Background: an optimization exercise with open tools, aiming at small area, a short achievable clock period and few clock cycles per item. Do not read the settings as production practice. At most, simulation tests tie the RTL to the original design; equivalence was not proved. Power and IR drop assume default switching activity.

==> flow/design.v <==
`default_nettype none
`timescale 1 ns / 1 ps
module udp_ipv4_tx (
    input  wire             ap_clk,
    input  wire             ap_rst_n,
    input  wire  [31:0]     my_ip_addr,
    input  wire   [7:0]     ip_protocol,
    input  wire             s_axis_tx_meta_tvalid,
    output wire             s_axis_tx_meta_tready,
    input  wire [255:0]     s_axis_tx_meta_tdata,
    input  wire             s_axis_tx_data_tvalid,
    output wire             s_axis_tx_data_tready,
    input  wire  [63:0]     s_axis_tx_data_tdata,
    input  wire   [7:0]     s_axis_tx_data_tkeep,
    input  wire             s_axis_tx_data_tlast,
    output wire             m_axis_tx_data_tvalid,
    input  wire             m_axis_tx_data_tready,
    output wire   [63:0]    m_axis_tx_data_tdata,
    output wire    [7:0]    m_axis_tx_data_tkeep,
    output wire             m_axis_tx_data_tlast,
    output reg    [31:0]    datagrams_transmitted
);
reg st_h0, st_h1, st_h2, st_h3, st_dat, st_prv, st_ext;
reg st_hdr, st_fix, st_lfix;
reg  [31:0] prev_data;    
reg   [3:1] prev_keep;    
reg         len_zero;     
reg  [13:2] len_r;        
reg         meta_seen;    
wire [31:0] m_dst_ip   = s_axis_tx_meta_tdata[31:0];
wire [15:0] m_dst_port = s_axis_tx_meta_tdata[47:32];
wire [15:0] m_src_port = s_axis_tx_meta_tdata[95:80];
wire [15:0] m_len      = s_axis_tx_meta_tdata[111:96];
wire [15:0] tot_len    = {2'b00, len_r, m_len[1:0]};
wire [15:0] udp_len    = {2'b00, len_r, m_len[1:0]};
wire in_v    = s_axis_tx_data_tvalid;
wire in_last = s_axis_tx_data_tlast;
wire in_k4   = s_axis_tx_data_tkeep[4];
wire rdy     = m_axis_tx_data_tready;
wire n_vreg, n_vdat;
udp_aoi21 u_vreg (.a(st_h0), .b(meta_seen), .c(st_fix), .y(n_vreg));
udp_nand2 u_vdat (.a(st_dat), .b(in_v), .y(n_vdat));
udp_nand2 u_vout (.a(n_vreg), .b(n_vdat), .y(m_axis_tx_data_tvalid));
wire out_hs  = m_axis_tx_data_tvalid & rdy;
wire data_hs = st_dat & in_v & rdy;
assign s_axis_tx_data_tready = st_dat & rdy;
assign s_axis_tx_meta_tready = st_h3 & rdy & (len_zero | in_v);
wire n_lfix, n_ldat;
udp_inv    u_lfix (.a(st_lfix), .y(n_lfix));
udp_nand3b u_ldat (.a_n(in_k4), .b(st_dat), .c(in_last), .y(n_ldat));
udp_nand2  u_lout (.a(n_lfix), .b(n_ldat), .y(m_axis_tx_data_tlast));
assign m_axis_tx_data_tkeep[0]   = 1'b1;
assign m_axis_tx_data_tkeep[3:1] = st_ext ? prev_keep : 3'b111;
wire n_hdr;
udp_inv u_hdr (.a(st_hdr), .y(n_hdr));
genvar i;
for (i = 0; i < 4; i = i + 1) begin : g_keep
    wire n_k;
    udp_nand2 u_k   (.a(st_dat), .b(s_axis_tx_data_tkeep[i]), .y(n_k));
    udp_nand2 u_out (.a(n_hdr), .b(n_k), .y(m_axis_tx_data_tkeep[4+i]));
end
wire [31:0] lo_dst = {m_dst_ip[7:0], m_dst_ip[15:8], m_dst_ip[23:16], m_dst_ip[31:24]};
wire        n_h0;         
wire        n_h01;        
udp_inv  u_n_h0  (.a(st_h0), .y(n_h0));
udp_nor2 u_n_h01 (.a(st_h0), .b(st_h1), .y(n_h01));
for (i = 0; i < 32; i = i + 1) begin : g_lo
    wire n_dst, n_prv;
    udp_nand2 u_dst (.a(st_h2),  .b(lo_dst[i]),    .y(n_dst));
    udp_nand2 u_prv (.a(st_prv), .b(prev_data[i]), .y(n_prv));
    if (i < 8) begin : b0
        if (i < 6) begin : u
            wire n_udp;
            udp_nand2 u_udp (.a(st_h3), .b(udp_len[8+i]), .y(n_udp));
            if (i == 0 || i == 2) begin : c
                udp_nand4 u_out (.a(n_dst), .b(n_prv), .c(n_udp), .d(n_h0),
                                 .y(m_axis_tx_data_tdata[i]));
            end else begin : nc
                udp_nand3 u_out (.a(n_dst), .b(n_prv), .c(n_udp),
                                 .y(m_axis_tx_data_tdata[i]));
            end
        end else if (i == 6) begin : c6
            udp_nand3 u_out (.a(n_dst), .b(n_prv), .c(n_h01),
                             .y(m_axis_tx_data_tdata[i]));
        end else begin : c7
            udp_nand2 u_out (.a(n_dst), .b(n_prv), .y(m_axis_tx_data_tdata[i]));
        end
    end else if (i < 16) begin : b1
        wire n_pro, n_udp;
        udp_nand2 u_pro (.a(st_h1), .b(ip_protocol[i-8]), .y(n_pro));
        udp_nand2 u_udp (.a(st_h3), .b(udp_len[i-8]),     .y(n_udp));
        udp_nand4 u_out (.a(n_dst), .b(n_prv), .c(n_pro), .d(n_udp),
                         .y(m_axis_tx_data_tdata[i]));
    end else if (i < 22) begin : b2
        wire n_tot;
        udp_nand2 u_tot (.a(st_h0), .b(tot_len[i-8]), .y(n_tot));
        udp_nand3 u_out (.a(n_dst), .b(n_prv), .c(n_tot), .y(m_axis_tx_data_tdata[i]));
    end else if (i < 24) begin : b2z
        udp_nand2 u_out (.a(n_dst), .b(n_prv), .y(m_axis_tx_data_tdata[i]));
    end else begin : b3
        wire n_tot;
        udp_nand2 u_tot (.a(st_h0), .b(tot_len[i-24]), .y(n_tot));
        udp_nand3 u_out (.a(n_dst), .b(n_prv), .c(n_tot), .y(m_axis_tx_data_tdata[i]));
    end
end
wire [31:0] hi_ports = {m_dst_port[7:0], m_dst_port[15:8], m_src_port[7:0], m_src_port[15:8]};
for (i = 0; i < 32; i = i + 1) begin : g_hi
    wire n_ip, n_pt, n_dat;
    udp_nand2 u_ip  (.a(st_h1),  .b(my_ip_addr[i]),             .y(n_ip));
    udp_nand2 u_pt  (.a(st_h2),  .b(hi_ports[i]),               .y(n_pt));
    udp_nand2 u_dat (.a(st_dat), .b(s_axis_tx_data_tdata[i]),   .y(n_dat));
    udp_nand3 u_out (.a(n_ip),   .b(n_pt), .c(n_dat),           .y(m_axis_tx_data_tdata[32+i]));
end
wire to_ext = st_dat & in_last & in_k4;
always @(posedge ap_clk) begin
    if (!ap_rst_n) begin
        st_h0   <= 1'b1;
        st_h1   <= 1'b0;
        st_h2   <= 1'b0;
        st_h3   <= 1'b0;
        st_dat  <= 1'b0;
        st_prv  <= 1'b0;
        st_ext  <= 1'b0;
        st_hdr  <= 1'b1;
        st_fix  <= 1'b0;
        st_lfix <= 1'b0;
    end else if (out_hs) begin
        st_h0   <= m_axis_tx_data_tlast;
        st_h1   <= st_h0;
        st_h2   <= st_h1;
        st_h3   <= st_h2;
        st_dat  <= (st_h2 & ~len_zero) | (st_dat & ~in_last);
        st_prv  <= st_dat & (~in_last | in_k4);
        st_ext  <= to_ext;
        st_hdr  <= m_axis_tx_data_tlast | st_h0 | st_h1;
        st_fix  <= st_h0 | st_h1 | (st_h2 & len_zero) | to_ext;
        st_lfix <= (st_h2 & len_zero) | to_ext;
    end
end
always @(posedge ap_clk) begin
    if (data_hs) begin
        prev_data <= s_axis_tx_data_tdata[63:32];
        prev_keep <= s_axis_tx_data_tkeep[7:5];
    end
end
wire        len_u = st_h2 | st_h3;
wire  [3:0] len_lo = {1'b0, m_len[4:2]} + {1'b0, ~len_u, 1'b1, ~len_u};
wire  [8:0] len_ones;      
assign len_ones[0] = 1'b1;
for (i = 1; i < 9; i = i + 1) begin : g_len
    assign len_ones[i] = len_ones[i-1] & m_len[4+i];
end
wire  [8:0] len_inc = {9{len_lo[3]}} & len_ones;
always @(posedge ap_clk) begin
    len_zero  <= (m_len[13:0] == 14'd0);
    len_r     <= {m_len[13:5] ^ len_inc, len_lo[2:0]};
    meta_seen <= ap_rst_n & s_axis_tx_meta_tvalid & ~s_axis_tx_meta_tready;
end
wire [31:0] cnt_ones;
assign cnt_ones[0] = 1'b1;
for (i = 1; i < 32; i = i + 1) begin : g_cnt
    assign cnt_ones[i] = cnt_ones[i-1] & datagrams_transmitted[i-1];
end
always @(posedge ap_clk) begin
    if (!ap_rst_n)
        datagrams_transmitted <= 32'd0;
    else
        datagrams_transmitted <= datagrams_transmitted ^
                                 ({32{out_hs & m_axis_tx_data_tlast}} & cnt_ones);
end
endmodule
module udp_nand2 (input wire a, input wire b, output wire y);
assign y = ~(a & b);
endmodule
module udp_nand3 (input wire a, input wire b, input wire c, output wire y);
assign y = ~(a & b & c);
endmodule
module udp_nand4 (input wire a, input wire b, input wire c, input wire d, output wire y);
assign y = ~(a & b & c & d);
endmodule
module udp_inv (input wire a, output wire y);
assign y = ~a;
endmodule
module udp_nor2 (input wire a, input wire b, output wire y);
assign y = ~(a | b);
endmodule
module udp_nand3b (input wire a_n, input wire b, input wire c, output wire y);
assign y = ~(~a_n & b & c);
endmodule
module udp_aoi21 (input wire a, input wire b, input wire c, output wire y);
assign y = ~((a & b) | c);
endmodule
Settings: LEC_CHECK=0, CAP_MARGIN=20, CORE_AREA=2.5 2.5 97.5 97.5, DIE_AREA=0 0 100 100, PLACE_DENSITY=0.8, SETUP_SLACK_MARGIN=2.55, SLEW_MARGIN=20, SYNTH_HIERARCHICAL=1; clock period 5.0 ns.
standard.sh (not shown) runs the stock make flow with config.mk's settings and CLKGATE_MAP_FILE= SYNTH_SCRIPT=/design/flow/synth_recipe.tcl, a recipe that flattens the netlist after the stock synthesis.
==> flow/flow/run.sh <==
#!/bin/bash
# Standard ORFS layout (the standard.sh, unchanged synthesis), with the
# port buffers made from the smallest buffer instead of the default choice
# and the pins allowed on every routing track, so a smaller die fits them.
set -euo pipefail
export BUFFER_PORTS_ARGS="-buffer_cell sky130_fd_sc_hd__buf_1"
export PLACE_PINS_ARGS="-min_distance 1 -min_distance_in_tracks"
bash standard.sh synth > synth.log 2>&1
bash standard.sh finish > layout.log 2>&1
Testbench counts at the start, summed over its fixed seeds: cycles 93,634, packets 4,800.
Then changed:
PLACE_DENSITY = 0.7   (was 0.8)
SETUP_SLACK_MARGIN = 2.3   (was 2.55)
Outcome: Sequential power is about the same. Power fell by a few percent. Count of clock-buffer cells in the layout does not change. Area after synthesis stays the same. Final cell count went down slightly. Clock skew is lower by 0.0057 ns. Setup slack degrades by 0.18 ns.
Then changed:
SETUP_SLACK_MARGIN = 2.58   (was 2.3)
Effect:
- The changed run finished with timing, DRC and antenna clean
- worst setup slack improves by 0.22 ns
- area after synthesis does not change
- core utilization rose by 3.3 points
- register-to-register slack improves by 0.45 ns
- final cell count came out higher slightly
- via count rises by a few percent
- die area is unchanged
- cell area is higher by a few percent
Then changed:
PLACE_DENSITY = 0.6   (was 0.7)
SETUP_SLACK_MARGIN = 2.55   (was 2.58)
Global-route usage hardly moves.
Power is higher by 2.1%.
Clock skew is higher by 0.0045 ns.
Worst setup slack is worse by 0.023 ns.
Die area is unchanged.
Non-clock buffer count is lower by 5.
Final cell count is lower by 0.39%.
Cell area is lower by 1.2%.
Hold slack is better by 0.0059 ns.
Count of clock-buffer cells in the layout is lower by 1.
Critical path depth does not change.
Then changed:
GPL_TIMING_DRIVEN = 0   (was unset)
PLACE_DENSITY = 0.7   (was 0.6)
What happened:
- The changed run completed with no timing, DRC or antenna violations
- worst setup slack improved by 0.029 ns
- non-clock buffer count grows by 13
- final area increases by about 1.2%
- clock-buffer cell count went up by 3
- register-to-register slack degrades by 0.10 ns
- fmax rose by about 1.2%

== run 1 ==
// udp_ipv4_tx: RTL as listed in full above, without the edits since
==> flow/config.mk <==
export PLATFORM = sky130hd
export DESIGN_NAME = udp_ipv4_tx
export DESIGN_NICKNAME = udp_ipv4_tx
export VERILOG_FILES = /design/flow/design.v
export SDC_FILE = /design/flow/constraint.sdc
export NUM_CORES = 4
export LEC_CHECK = 0
export CAP_MARGIN = 20
export CORE_AREA = 2.5 2.5 97.5 97.5
export DIE_AREA = 0 0 100 100
export PLACE_DENSITY = 0.7
export SETUP_SLACK_MARGIN = 2.5
export SLEW_MARGIN = 20
export SYNTH_HIERARCHICAL = 1
==> flow/constraint.sdc <==
create_clock -name core_clock -period 5.0 [get_ports {ap_clk}]
set_input_delay 1.0000 -clock core_clock [delete_from_list [all_inputs] [get_ports {ap_clk}]]
set_output_delay 1.0000 -clock core_clock [all_outputs]
set_load 0.01 [all_outputs]
Scripts as last shown in full above: flow/flow/run.sh
Both conditions hold for run 1: the flow ran to the end and the final layout passed the timing, design-rule and antenna checks.
Testbench counts of run 1, summed over its fixed seeds: cycles 93,634, packets 4,800.
Inputs modified between run 1 and run 2:
- a change of SETUP_SLACK_MARGIN from 2.5 to 2.55
- a change of CORE_AREA from 2.5 2.5 97.5 97.5 to 2.5 2.5 102.5 102.5
- a change of DIE_AREA from 0 0 100 100 to 0 0 105 105
Results
The lower clock buffer count came out of run 1.
Going from run 1 to run 2, die extent in y climbed about 5%, cell area climbed 1.0%, via count climbed 2.9%, register-to-register slack dropped 20 ps.
Summary of run 2 over run 1: power went up 0.049 mW; fraction of power consumed by sequential logic now smaller.
Run 2 vs run 1 on worst hold margin: run 2 is the lower one.
Inputs modified between run 2 and run 3:
- SETUP_SLACK_MARGIN now 2.65, was 2.55
- DIE_AREA now 0 0 100 100, was 0 0 105 105
- CORE_AREA now 2.5 2.5 97.5 97.5, was 2.5 2.5 102.5 102.5
## What came out
Result: PASS for each of run 2 and run 3. Looking at fmax, run 3 sits about 0.4% below run 2. Run 3 vs. run 2: register-to-register slack now larger; total leakage power higher.
Here is what was changed in the inputs of run 4 compared with run 3.
- SETUP_SLACK_MARGIN changed from 2.65 to 2.55
==> comparison <==
Fmax came out higher on run 4 than on run 3. In the metrics for run 3 and run 4, the one carrying the higher final area is run 3. Number of nets in the layout (run 4 vs. run 3) decreases slightly. On layout overhead on the synthesized area: between run 3 and run 4, it ends up higher for run 3. Diff run 3 -> run 4 | final cell count | decrease of 1.1%. Run 4 vs run 3: routed wire length down by a few percent. A commonest non-fill, non-tap cell in the layout of sky130_fd_sc_hd__nand2_1 is what run 3 shows, while sky130_fd_sc_hd__buf_1 belongs to run 4. Against run 3, clock power in run 4 came out better. Changes observed in run 4 relative to run 3: setup slack of the critical path after layout up 38 ps; count of clock-buffer cells in the layout up 2; share of the final layout cell area in multi-input gates up 0.79 points.
What run 5 does differently from run 4 at the input level:
- SETUP_SLACK_MARGIN: 2.55 -> 2.6
[summary]
Run 4 -> run 5: sequential cell count delta 0, exact match. Compared with run 4, in run 5 core outline area held; final critical-path share of the clock period went up 0.42 points; shortest period the worst path allows went up 21 ps. Compared with run 4, in run 5 clock skew comparable; endpoint arrival time on the critical path now larger.

Starts from the design.v that is shown in full above.
Settings: LEC_CHECK=0, CAP_MARGIN=20, CORE_AREA=2.5 2.5 97.5 97.5, DIE_AREA=0 0 100 100, GPL_ROUTABILITY_DRIVEN=0, PLACE_DENSITY=0.7, SETUP_SLACK_MARGIN=2.55, SLEW_MARGIN=20, SYNTH_HIERARCHICAL=1; clock period 5.0 ns.
Scripts as last shown in full above: flow/flow/run.sh
Testbench counts at the start, summed over its fixed seeds: cycles 93,634, packets 4,800.
Edit:
--- a/flow/config.mk
+++ b/flow/config.mk
@@ -10,5 +10,4 @@
 export DIE_AREA = 0 0 100 100
-export GPL_ROUTABILITY_DRIVEN = 0
 export PLACE_DENSITY = 0.7
-export SETUP_SLACK_MARGIN = 2.55
+export SETUP_SLACK_MARGIN = 2.45
 export SLEW_MARGIN = 20
=> The changed run completed with no timing, DRC or antenna violations. Wire length falls by a few percent. Synthesized area does not change. Die area stays the same. Worst setup slack gets worse by 0.098 ns.

Another version of the RTL of udp_ipv4_tx (not shown whole).
Size: about 100 flip-flops, about 480 I/O pins.
// udp_ipv4_tx
module udp_ipv4_tx (
    input  wire             ap_clk,
    input  wire             ap_rst_n,
    input  wire  [31:0]     my_ip_addr,
    input  wire   [7:0]     ip_protocol,
    input  wire             s_axis_tx_meta_tvalid,
    output wire             s_axis_tx_meta_tready,
    input  wire [255:0]     s_axis_tx_meta_tdata,
    input  wire             s_axis_tx_data_tvalid,
    output wire             s_axis_tx_data_tready,
    input  wire  [63:0]     s_axis_tx_data_tdata,
    input  wire   [7:0]     s_axis_tx_data_tkeep,
    input  wire             s_axis_tx_data_tlast,
    output wire             m_axis_tx_data_tvalid,
    input  wire             m_axis_tx_data_tready,
    output wire   [63:0]    m_axis_tx_data_tdata,
    output wire    [7:0]    m_axis_tx_data_tkeep,
    output wire             m_axis_tx_data_tlast,
    output reg    [31:0]    datagrams_transmitted
);
reg st_h0, st_h1, st_h2, st_h3, st_dat, st_prv, st_ext;
reg  [31:0] prev_data;    
reg   [3:1] prev_keep;    
reg         len_zero;     
reg  [15:2] tot_len_r;    
reg  [15:3] udp_len_r;    
reg         meta_seen;    
wire [31:0] m_dst_ip   = s_axis_tx_meta_tdata[31:0];
wire [15:0] m_dst_port = s_axis_tx_meta_tdata[47:32];
wire [15:0] m_src_port = s_axis_tx_meta_tdata[95:80];
wire [15:0] m_len      = s_axis_tx_meta_tdata[111:96];
  ...
clock: 5.0 ns
lec_check: 0
cap_margin: 20
core_area: 2.5 2.5 167.5 167.5
die_area: 0 0 170 170
place_density: 0.6
setup_slack_margin: 2.3
slew_margin: 20
==> flow/flow/run.sh <==
#!/bin/bash
# Standard ORFS layout (the standard.sh, unchanged synthesis), with the
# port buffers made from the smallest buffer instead of the default choice.
set -euo pipefail
export BUFFER_PORTS_ARGS="-buffer_cell sky130_fd_sc_hd__buf_1"
bash standard.sh synth > synth.log 2>&1
bash standard.sh finish > layout.log 2>&1
Change:
Settings changed: SETUP_SLACK_MARGIN 2.3 to unset.
=> Worst setup slack loses 0.49 ns; routed wire length decreases by 5.0%; combinational power is lower by about 6%; flip-flop and latch count does not change; hold slack got worse by 0.0084 ns; cell area is lower by about 2%; utilization decreases by 0.54 points.
Function was not checked in any run of this note: the RTL went through the layout flow alone.

==> afterwards: timing with drivers on the ports <==
No port has a modelled driver above. Below, the same layouts with a new extraction and two added sets of constraints.
Step 1 sets driving cells, clkbuf_16 on the clock port and buf_2 on the other inputs (assumed; they add their load-dependent delay and slew).
Step 2 times the ports against the registers' clock, not the clock port: input delays grow and output delays shrink by t, the midpoint of the rising clock arrivals with the driver on.
Three values: ideal, step 1, step 2; two values: the first two.
run	t, ns	setup WS [ns]	hold slack, ns	worst setup path after step 2	pins driven straight from the clock port
the first run of note 1	0.379	2.491 / 2.445 / 2.199	0.500 / 0.500 / 0.500	input to register	1
the second run of note 1	0.383	2.311 / 2.304 / 1.921	0.495 / 0.495 / 0.495	input to register	1
the third run of note 1	0.377	2.530 / 2.482 / 2.282	0.493 / 0.493 / 0.493	input to register	1
the fourth run of note 1	0.394	2.508 / 2.446 / 2.270	0.499 / 0.499 / 0.499	input to register	1
the fifth run of note 1	0.379	2.536 / 2.467 / 2.268	0.487 / 0.487 / 0.487	input to register	1
run 1	0.382	2.503 / 2.457 / 2.129	0.494 / 0.494 / 0.494	input to register	1
run 2	0.384	2.520 / 2.471 / 2.258	0.485 / 0.485 / 0.485	input to register	1
run 3	0.392	2.510 / 2.464 / 2.213	0.475 / 0.475 / 0.475	input to register	1
run 4	0.385	2.548 / 2.483 / 2.272	0.486 / 0.486 / 0.486	input to register	1
run 5	0.379	2.527 / 2.478 / 2.280	0.495 / 0.495 / 0.495	input to register	1
the first run of note 3	0.385	2.548 / 2.483 / 2.272	0.486 / 0.486 / 0.486	input to register	1
the second run of note 3	0.381	2.450 / 2.400 / 2.188	0.495 / 0.495 / 0.495	input to register	1
the first run of note 4	0.391	2.255 / 2.230 / 2.119	0.493 / 0.493 / 0.493	input to register	1
the second run of note 4	0.391	1.766 / 1.724 / 1.759	0.484 / 0.484 / 0.484	input to output	1
After both steps every run listed still meets setup and hold. The setup slack of the second run of note 1, which loses most, moves by -0.007 ns with the drivers and by -0.390 ns with both steps.
